What follows belongs to an exercise in optimizing a design on an open flow for small area and a short achievable clock period; a production flow would make more cautious choices.
At most, simulation tests tie the RTL to the original design; equivalence was not proved.

## pe
module pe (
    input               clk,
    input               rst,
    input  signed [7:0] weight,
    input  signed [7:0] inmap,
    input               inmap_vld,
    input               weight_vld,
    input  signed [7:0] bias,
    output signed [7:0] outmap,
    output              outmap_vld,
    output signed [15:0] outraw
);
Settings: LEC_CHECK=0, CAP_MARGIN=20, CORE_MARGIN=2, CORE_UTILIZATION=40, SLEW_MARGIN=20; clock period 10.5 ns.
standard.sh (not shown) runs the stock make flow with config.mk's settings and CLKGATE_MAP_FILE= SYNTH_SCRIPT=/design/flow/synth_recipe.tcl, a recipe that flattens the netlist after the stock synthesis.
==> flow/flow/run.sh <==
#!/bin/bash
# Own layout flow: the standard ORFS layout, with port buffers of a small, fast buffer
# (buf_2) instead of the default the port buffering picks; every port still gets a buffer.
set -euo pipefail
export BUFFER_PORTS_ARGS="-buffer_cell sky130_fd_sc_hd__buf_2"
bash standard.sh > standard_flow.log 2>&1
The starting point completed without violations.
Edit:
--- a/flow/design.v
+++ b/flow/design.v
@@ -191,38 +191,30 @@
   wire cr5 = g4 | (p4 & g3);
   wire cr6 = g5 | (p5 & cr5);
   wire cr7 = g6 | (p6 & cr6);
   wire cr8 = g7 | (p7 & cr7);
   wire cr9 = g8 | (p8 & cr8);
   wire cr10 = g9 | (p9 & cr9);
   wire cr11 = g10 | (p10 & cr10);
-  wire w36 = g12 | (p12 & g11);
-  wire w37 = p12 & p11;
-  wire w38 = g14 | (p14 & g13);
-  wire w39 = p14 & p13;
-  wire w40 = g13 | (p13 & w36);
-  wire w41 = p13 & w37;
-  wire w42 = w38 | (w39 & w36);
-  wire w43 = w39 & w37;
-  wire cs12 = g11 | (p11 & cr11);
-  wire cs13 = w36 | (w37 & cr11);
-  wire cs14 = w40 | (w41 & cr11);
-  wire cs15 = w42 | (w43 & cr11);
+  wire cr12 = g11 | (p11 & cr11);
+  wire cr13 = g12 | (p12 & cr12);
+  wire cr14 = g13 | (p13 & cr13);
+  wire cr15 = g14 | (p14 & cr14);
   wire tt4 = p4 ^ g3;
   wire tt5 = p5 ^ cr5;
   wire tt6 = p6 ^ cr6;
   wire tt7 = p7 ^ cr7;
   wire tt8 = p8 ^ cr8;
   wire tt9 = p9 ^ cr9;
   wire tt10 = p10 ^ cr10;
   wire tt11 = p11 ^ cr11;
-  wire tt12 = p12 ^ cs12;
-  wire tt13 = p13 ^ cs13;
-  wire tt14 = p14 ^ cs14;
-  wire tt15 = s31 ^ cs15;
+  wire tt12 = p12 ^ cr12;
+  wire tt13 = p13 ^ cr13;
+  wire tt14 = p14 ^ cr14;
+  wire tt15 = s31 ^ cr15;
   wire u3 = p3 ^ t[2];
   wire pa4 = p3 & t[2];
   wire cu4 = g3 | pa4;
   wire u4 = p4 ^ cu4;
   wire pa5 = p4 & pa4;
   wire cu5 = cr5 | pa5;
   wire u5 = p5 ^ cu5;
After rerunning:
- Now the flow finished with setup timing left
- routed wire length grows by a few percent
- setup slack is worse by 0.36 ns
- synthesized area grows slightly
- utilization grows by 5.0 points
- global-route usage stays flat
- first-iteration DRC count shrinks by a quarter to a third
- maximum frequency shrinks by a few percent
No functional check of the RTL was part of any run of this note.

========
== old ==
The RTL this note starts from:
==> flow/design.v <==
module add #(
    parameter HALFWORD_WIDTH = 16
) (
    input  signed [HALFWORD_WIDTH-1:0] A,
    input  signed [HALFWORD_WIDTH-1:0] B,
    output signed [HALFWORD_WIDTH-1:0] out
);
  assign out = A + B;
endmodule
module signedm #(
    parameter DATA_SIZE      = 8,
    parameter HALFWORD_WIDTH = 16
) (
    input  signed [     DATA_SIZE-1:0] a,
                                       b,
    output signed [HALFWORD_WIDTH-1:0] data_out
);
  assign data_out = a * b;
endmodule
`timescale 1ns / 1ps
module pe (
    input               clk,
    input               rst,
    input  signed [7:0] weight,
    input  signed [7:0] inmap,
    input               inmap_vld,
    input               weight_vld,
    input  signed [7:0] bias,
    output signed [7:0] outmap,
    output              outmap_vld,
    output signed [15:0] outraw
);
  wire v = inmap_vld & weight_vld;
  reg  [4:0]  n;     
  reg  [15:0] acc;   
  wire z = (n == 5'd0);
  wire [15:0] base = z ? {{5{bias[7]}}, bias, 3'b0} : acc;
  wire [7:0] xg = inmap & {8{v}};
  wire one0 = inmap[0] ^ 1'b0;
  wire two0 = (inmap[1] & ~inmap[0] & ~1'b0) | (~inmap[1] & inmap[0] & 1'b0);
  wire neg0 = inmap[1] & ~(inmap[0] & 1'b0);
  wire w0 = ((one0 & weight[0]) | (two0 & 1'b0)) ^ neg0;
  wire w1 = ((one0 & weight[1]) | (two0 & weight[0])) ^ neg0;
  wire w2 = ((one0 & weight[2]) | (two0 & weight[1])) ^ neg0;
  wire w3 = ((one0 & weight[3]) | (two0 & weight[2])) ^ neg0;
  wire w4 = ((one0 & weight[4]) | (two0 & weight[3])) ^ neg0;
  wire w5 = ((one0 & weight[5]) | (two0 & weight[4])) ^ neg0;
  wire w6 = ((one0 & weight[6]) | (two0 & weight[5])) ^ neg0;
  wire w7 = ((one0 & weight[7]) | (two0 & weight[6])) ^ neg0;
  wire w8 = ~(((one0 & weight[7]) | (two0 & weight[7])) ^ neg0);
  wire one1 = inmap[2] ^ inmap[1];
  wire two1 = (inmap[3] & ~inmap[2] & ~inmap[1]) | (~inmap[3] & inmap[2] & inmap[1]);
  wire neg1 = inmap[3] & ~(inmap[2] & inmap[1]);
  wire w9 = ((one1 & weight[0]) | (two1 & 1'b0)) ^ neg1;
  wire w10 = ((one1 & weight[1]) | (two1 & weight[0])) ^ neg1;
  wire w11 = ((one1 & weight[2]) | (two1 & weight[1])) ^ neg1;
  wire w12 = ((one1 & weight[3]) | (two1 & weight[2])) ^ neg1;
  wire w13 = ((one1 & weight[4]) | (two1 & weight[3])) ^ neg1;
  wire w14 = ((one1 & weight[5]) | (two1 & weight[4])) ^ neg1;
  wire w15 = ((one1 & weight[6]) | (two1 & weight[5])) ^ neg1;
  wire w16 = ((one1 & weight[7]) | (two1 & weight[6])) ^ neg1;
  wire w17 = ~(((one1 & weight[7]) | (two1 & weight[7])) ^ neg1);
  wire one2 = inmap[4] ^ inmap[3];
  wire two2 = (inmap[5] & ~inmap[4] & ~inmap[3]) | (~inmap[5] & inmap[4] & inmap[3]);
  wire neg2 = inmap[5] & ~(inmap[4] & inmap[3]);
  wire w18 = ((one2 & weight[0]) | (two2 & 1'b0)) ^ neg2;
  wire w19 = ((one2 & weight[1]) | (two2 & weight[0])) ^ neg2;
  wire w20 = ((one2 & weight[2]) | (two2 & weight[1])) ^ neg2;
  wire w21 = ((one2 & weight[3]) | (two2 & weight[2])) ^ neg2;
  wire w22 = ((one2 & weight[4]) | (two2 & weight[3])) ^ neg2;
  wire w23 = ((one2 & weight[5]) | (two2 & weight[4])) ^ neg2;
  wire w24 = ((one2 & weight[6]) | (two2 & weight[5])) ^ neg2;
  wire w25 = ((one2 & weight[7]) | (two2 & weight[6])) ^ neg2;
  wire w26 = ~(((one2 & weight[7]) | (two2 & weight[7])) ^ neg2);
  wire one3 = inmap[6] ^ inmap[5];
  wire two3 = (inmap[7] & ~inmap[6] & ~inmap[5]) | (~inmap[7] & inmap[6] & inmap[5]);
  wire neg3 = inmap[7] & ~(inmap[6] & inmap[5]);
  wire w27 = ((one3 & weight[0]) | (two3 & 1'b0)) ^ neg3;
  wire w28 = ((one3 & weight[1]) | (two3 & weight[0])) ^ neg3;
  wire w29 = ((one3 & weight[2]) | (two3 & weight[1])) ^ neg3;
  wire w30 = ((one3 & weight[3]) | (two3 & weight[2])) ^ neg3;
  wire w31 = ((one3 & weight[4]) | (two3 & weight[3])) ^ neg3;
  wire w32 = ((one3 & weight[5]) | (two3 & weight[4])) ^ neg3;
  wire w33 = ((one3 & weight[6]) | (two3 & weight[5])) ^ neg3;
  wire w34 = ((one3 & weight[7]) | (two3 & weight[6])) ^ neg3;
  wire w35 = ~(((one3 & weight[7]) | (two3 & weight[7])) ^ neg3);
  wire s0 = base[0] ^ neg0 ^ w0;
  wire c0 = (base[0] & neg0) | (base[0] & w0) | (neg0 & w0);
  wire s1 = base[1] ^ w1 ^ c0;
  wire c1 = (base[1] & w1) | (base[1] & c0) | (w1 & c0);
  wire s2 = base[2] ^ neg1 ^ w2;
  wire c2 = (base[2] & neg1) | (base[2] & w2) | (neg1 & w2);
  wire s3 = w9 ^ s2 ^ c1;
  wire c3 = (w9 & s2) | (w9 & c1) | (s2 & c1);
  wire s4 = base[3] ^ w3 ^ w10;
  wire c4 = (base[3] & w3) | (base[3] & w10) | (w3 & w10);
  wire s5 = c2 ^ s4 ^ c3;
  wire c5 = (c2 & s4) | (c2 & c3) | (s4 & c3);
  wire s6 = base[4] ^ neg2 ^ w4;
  wire c6 = (base[4] & neg2) | (base[4] & w4) | (neg2 & w4);
  wire s7 = w11 ^ w18 ^ c4;
  wire c7 = (w11 & w18) | (w11 & c4) | (w18 & c4);
  wire s8 = s6 ^ s7 ^ c5;
  wire c8 = (s6 & s7) | (s6 & c5) | (s7 & c5);
  wire s9 = base[5] ^ w5 ^ w12;
  wire c9 = (base[5] & w5) | (base[5] & w12) | (w5 & w12);
  wire s10 = w19 ^ c6 ^ s9;
  wire c10 = (w19 & c6) | (w19 & s9) | (c6 & s9);
  wire s11 = c7 ^ s10 ^ c8;
  wire c11 = (c7 & s10) | (c7 & c8) | (s10 & c8);
  wire s12 = base[6] ^ neg3 ^ w6;
  wire c12 = (base[6] & neg3) | (base[6] & w6) | (neg3 & w6);
  wire s13 = w13 ^ w20 ^ w27;
  wire c13 = (w13 & w20) | (w13 & w27) | (w20 & w27);
  wire s14 = c9 ^ s12 ^ s13;
  wire c14 = (c9 & s12) | (c9 & s13) | (s12 & s13);
  wire s15 = c10 ^ s14 ^ c11;
  wire c15 = (c10 & s14) | (c10 & c11) | (s14 & c11);
  wire s16 = base[7] ^ w7 ^ w14;
  wire c16 = (base[7] & w7) | (base[7] & w14) | (w7 & w14);
  wire s17 = w21 ^ w28 ^ c12;
  wire c17 = (w21 & w28) | (w21 & c12) | (w28 & c12);
  wire s18 = c13 ^ s16 ^ c14;
  wire c18 = (c13 & s16) | (c13 & c14) | (s16 & c14);
  wire s19 = s17 ^ s18 ^ c15;
  wire c19 = (s17 & s18) | (s17 & c15) | (s18 & c15);
  wire s20 = 1'b1 ^ base[8] ^ w8;
  wire c20 = (1'b1 & base[8]) | (1'b1 & w8) | (base[8] & w8);
  wire s21 = w15 ^ w22 ^ w29;
  wire c21 = (w15 & w22) | (w15 & w29) | (w22 & w29);
  wire s22 = c16 ^ s20 ^ s21;
  wire c22 = (c16 & s20) | (c16 & s21) | (s20 & s21);
  wire s23 = c17 ^ s22 ^ c18;
  wire c23 = (c17 & s22) | (c17 & c18) | (s22 & c18);
  wire s24 = 1'b1 ^ base[9] ^ w16;
  wire c24 = (1'b1 & base[9]) | (1'b1 & w16) | (base[9] & w16);
  wire s25 = w23 ^ w30 ^ c20;
  wire c25 = (w23 & w30) | (w23 & c20) | (w30 & c20);
  wire s26 = c21 ^ s24 ^ c22;
  wire c26 = (c21 & s24) | (c21 & c22) | (s24 & c22);
  wire s27 = s25 ^ s26 ^ c23;
  wire c27 = (s25 & s26) | (s25 & c23) | (s26 & c23);
  wire s28 = base[10] ^ w17 ^ w24;
  wire c28 = (base[10] & w17) | (base[10] & w24) | (w17 & w24);
  wire s29 = w31 ^ c24 ^ s28;
  wire c29 = (w31 & c24) | (w31 & s28) | (c24 & s28);
  wire s30 = c25 ^ s29 ^ c26;
  wire c30 = (c25 & s29) | (c25 & c26) | (s29 & c26);
  wire s31 = 1'b1 ^ base[11] ^ w25;
  wire c31 = (1'b1 & base[11]) | (1'b1 & w25) | (base[11] & w25);
  wire s32 = w32 ^ c28 ^ s31;
  wire c32 = (w32 & c28) | (w32 & s31) | (c28 & s31);
  wire s33 = c29 ^ s32 ^ c30;
  wire c33 = (c29 & s32) | (c29 & c30) | (s32 & c30);
  wire s34 = base[12] ^ w26 ^ w33;
  wire c34 = (base[12] & w26) | (base[12] & w33) | (w26 & w33);
  wire s35 = c31 ^ s34 ^ c32;
  wire c35 = (c31 & s34) | (c31 & c32) | (s34 & c32);
  wire s36 = 1'b1 ^ base[13] ^ w34;
  wire c36 = (1'b1 & base[13]) | (1'b1 & w34) | (base[13] & w34);
  wire s37 = c34 ^ s36 ^ c35;
  wire c37 = (c34 & s36) | (c34 & c35) | (s36 & c35);
  wire s38 = base[14] ^ w35 ^ c36;
  wire c38 = (base[14] & w35) | (base[14] & c36) | (w35 & c36);
  wire s39 = 1'b1 ^ base[15] ^ c38;
  wire c39 = (1'b1 & base[15]) | (1'b1 & c38) | (base[15] & c38);
  wire [15:0] sx = {s39, s38, s37, s35, s33, s30, s27, s23, s19, s15, s11, s8, s5, s3, s1, s0};
  wire [15:0] sy = {1'b0, c37, 1'b0, c33, 1'b0, c27, 1'b0, c19, 1'b0, 1'b0, 1'b0, 1'b0, 1'b0, 1'b0, 1'b0, 1'b0};
  wire [15:0] t = sx + sy;
  assign outraw = t & {16{v}};
  wire [6:0] r = t[9:3] + t[2];
  assign outmap = {1'b0, r & {7{v & ~t[15]}}};
  assign outmap_vld = (n == 5'd24);
  always @(posedge clk) if (v) acc <= t;
  always @(posedge clk or posedge rst) begin
    if (rst) n <= 5'd0;
    else if (v) n <= (n == 5'd24) ? 5'd0 : n + 5'd1;
  end
endmodule
Settings: LEC_CHECK=0, CAP_MARGIN=20, CORE_MARGIN=2, CORE_UTILIZATION=40, SLEW_MARGIN=20; clock period 10.5 ns.
run.sh (not shown) runs the stock make flow with config.mk's settings and CLKGATE_MAP_FILE= SYNTH_SCRIPT=/design/flow/synth_recipe.tcl, a recipe that flattens the netlist after the stock synthesis.
Stock flow here: none of the scripts above is used.
--- input diff old..new ---
--- a/flow/design.v
+++ b/flow/design.v
@@ -33,51 +33,51 @@
   wire v = inmap_vld & weight_vld;
   reg  [4:0]  n;     
   reg  [15:0] acc;   
   wire z = (n == 5'd0);
   wire [15:0] base = z ? {{5{bias[7]}}, bias, 3'b0} : acc;
   wire [7:0] xg = inmap & {8{v}};
-  wire one0 = inmap[0] ^ 1'b0;
-  wire two0 = (inmap[1] & ~inmap[0] & ~1'b0) | (~inmap[1] & inmap[0] & 1'b0);
-  wire neg0 = inmap[1] & ~(inmap[0] & 1'b0);
+  wire one0 = xg[0] ^ 1'b0;
+  wire two0 = (xg[1] & ~xg[0] & ~1'b0) | (~xg[1] & xg[0] & 1'b0);
+  wire neg0 = xg[1] & ~(xg[0] & 1'b0);
   wire w0 = ((one0 & weight[0]) | (two0 & 1'b0)) ^ neg0;
   wire w1 = ((one0 & weight[1]) | (two0 & weight[0])) ^ neg0;
   wire w2 = ((one0 & weight[2]) | (two0 & weight[1])) ^ neg0;
   wire w3 = ((one0 & weight[3]) | (two0 & weight[2])) ^ neg0;
   wire w4 = ((one0 & weight[4]) | (two0 & weight[3])) ^ neg0;
   wire w5 = ((one0 & weight[5]) | (two0 & weight[4])) ^ neg0;
   wire w6 = ((one0 & weight[6]) | (two0 & weight[5])) ^ neg0;
   wire w7 = ((one0 & weight[7]) | (two0 & weight[6])) ^ neg0;
   wire w8 = ~(((one0 & weight[7]) | (two0 & weight[7])) ^ neg0);
-  wire one1 = inmap[2] ^ inmap[1];
-  wire two1 = (inmap[3] & ~inmap[2] & ~inmap[1]) | (~inmap[3] & inmap[2] & inmap[1]);
-  wire neg1 = inmap[3] & ~(inmap[2] & inmap[1]);
+  wire one1 = xg[2] ^ xg[1];
+  wire two1 = (xg[3] & ~xg[2] & ~xg[1]) | (~xg[3] & xg[2] & xg[1]);
+  wire neg1 = xg[3] & ~(xg[2] & xg[1]);
   wire w9 = ((one1 & weight[0]) | (two1 & 1'b0)) ^ neg1;
   wire w10 = ((one1 & weight[1]) | (two1 & weight[0])) ^ neg1;
   wire w11 = ((one1 & weight[2]) | (two1 & weight[1])) ^ neg1;
   wire w12 = ((one1 & weight[3]) | (two1 & weight[2])) ^ neg1;
   wire w13 = ((one1 & weight[4]) | (two1 & weight[3])) ^ neg1;
   wire w14 = ((one1 & weight[5]) | (two1 & weight[4])) ^ neg1;
   wire w15 = ((one1 & weight[6]) | (two1 & weight[5])) ^ neg1;
   wire w16 = ((one1 & weight[7]) | (two1 & weight[6])) ^ neg1;
   wire w17 = ~(((one1 & weight[7]) | (two1 & weight[7])) ^ neg1);
-  wire one2 = inmap[4] ^ inmap[3];
-  wire two2 = (inmap[5] & ~inmap[4] & ~inmap[3]) | (~inmap[5] & inmap[4] & inmap[3]);
-  wire neg2 = inmap[5] & ~(inmap[4] & inmap[3]);
+  wire one2 = xg[4] ^ xg[3];
+  wire two2 = (xg[5] & ~xg[4] & ~xg[3]) | (~xg[5] & xg[4] & xg[3]);
+  wire neg2 = xg[5] & ~(xg[4] & xg[3]);
   wire w18 = ((one2 & weight[0]) | (two2 & 1'b0)) ^ neg2;
   wire w19 = ((one2 & weight[1]) | (two2 & weight[0])) ^ neg2;
   wire w20 = ((one2 & weight[2]) | (two2 & weight[1])) ^ neg2;
   wire w21 = ((one2 & weight[3]) | (two2 & weight[2])) ^ neg2;
   wire w22 = ((one2 & weight[4]) | (two2 & weight[3])) ^ neg2;
   wire w23 = ((one2 & weight[5]) | (two2 & weight[4])) ^ neg2;
   wire w24 = ((one2 & weight[6]) | (two2 & weight[5])) ^ neg2;
   wire w25 = ((one2 & weight[7]) | (two2 & weight[6])) ^ neg2;
   wire w26 = ~(((one2 & weight[7]) | (two2 & weight[7])) ^ neg2);
-  wire one3 = inmap[6] ^ inmap[5];
-  wire two3 = (inmap[7] & ~inmap[6] & ~inmap[5]) | (~inmap[7] & inmap[6] & inmap[5]);
-  wire neg3 = inmap[7] & ~(inmap[6] & inmap[5]);
+  wire one3 = xg[6] ^ xg[5];
+  wire two3 = (xg[7] & ~xg[6] & ~xg[5]) | (~xg[7] & xg[6] & xg[5]);
+  wire neg3 = xg[7] & ~(xg[6] & xg[5]);
   wire w27 = ((one3 & weight[0]) | (two3 & 1'b0)) ^ neg3;
   wire w28 = ((one3 & weight[1]) | (two3 & weight[0])) ^ neg3;
   wire w29 = ((one3 & weight[2]) | (two3 & weight[1])) ^ neg3;
   wire w30 = ((one3 & weight[3]) | (two3 & weight[2])) ^ neg3;
   wire w31 = ((one3 & weight[4]) | (two3 & weight[3])) ^ neg3;
   wire w32 = ((one3 & weight[5]) | (two3 & weight[4])) ^ neg3;
@@ -168,12 +168,12 @@
   wire [15:0] sy = {1'b0, c37, 1'b0, c33, 1'b0, c27, 1'b0, c19, 1'b0, 1'b0, 1'b0, 1'b0, 1'b0, 1'b0, 1'b0, 1'b0};
   wire [15:0] t = sx + sy;
   assign outraw = t & {16{v}};
   wire [6:0] r = t[9:3] + t[2];
   assign outmap = {1'b0, r & {7{v & ~t[15]}}};
   assign outmap_vld = (n == 5'd24);
-  always @(posedge clk) if (v) acc <= t;
+  always @(posedge clk) acc <= t;
   always @(posedge clk or posedge rst) begin
     if (rst) n <= 5'd0;
     else if (v) n <= (n == 5'd24) ? 5'd0 : n + 5'd1;
   end
 endmodule
## What came out
new improves on old in total length of routed wires.
Area taken by multi-input logic gates is higher on new
Of new and old, the run reporting the lower fraction of area in multi-input gates was old.
Looking at adder and majority cell fraction of the synthesized area, new sits 0.67 points higher than old does.
From old to new the numbers moved as follows: die area has decreased, post-route cell area lower, share of the final layout cell area in sequential cells went down by 4.1 points.
new vs old — number of nets in the synthesized netlist climbed by a few percent
Per the comparison of new with old, synthesized cell count now sits higher; clock period minus final worst setup slack now sits higher; global-route usage now sits higher.
Only the layout flow was run in old; the RTL was not checked for function there.

[re-timing with driven ports]
The results above use ideal ports. As a check the final layouts listed here were re-extracted and re-timed, cells and wires unchanged. Step 1 (the two cells are an assumption about what drives the block):
set clk [get_ports {clk}]
set_driving_cell -lib_cell sky130_fd_sc_hd__clkbuf_16 $clk
set_driving_cell -lib_cell sky130_fd_sc_hd__buf_2 [delete_from_list [all_inputs] $clk]
Step 2 times the ports against the registers' clock, not the clock port: input delays grow and output delays shrink by t, the midpoint of the rising clock arrivals with the driver on. Slacks: ideal / step 1 / step 2; pairs: ideal / step 1.
| run | t, ns | slack for setup (ns) | clock arrival spread, ns | worst data-port slew with drivers (ns) |
|---|---|---|---|---|
| the first run of note 1 | 0.305 | 0.346 / 0.327 / 0.327 | 0.004 / 0.005 | 0.05 |
| the second run of note 1 | 0.305 | -0.014 / -0.047 / -0.047 | 0.008 / 0.008 | 0.04 |
| old | 0.286 | 0.632 / 0.608 / 0.608 | 0.002 / 0.002 | 0.04 |
| new | 0.280 | 0.497 / 0.476 / 0.476 | 0.002 / 0.002 | 0.04 |
The setup slack of the second run of note 1, which loses most, moves by -0.033 ns with the drivers and by -0.033 ns with both steps.
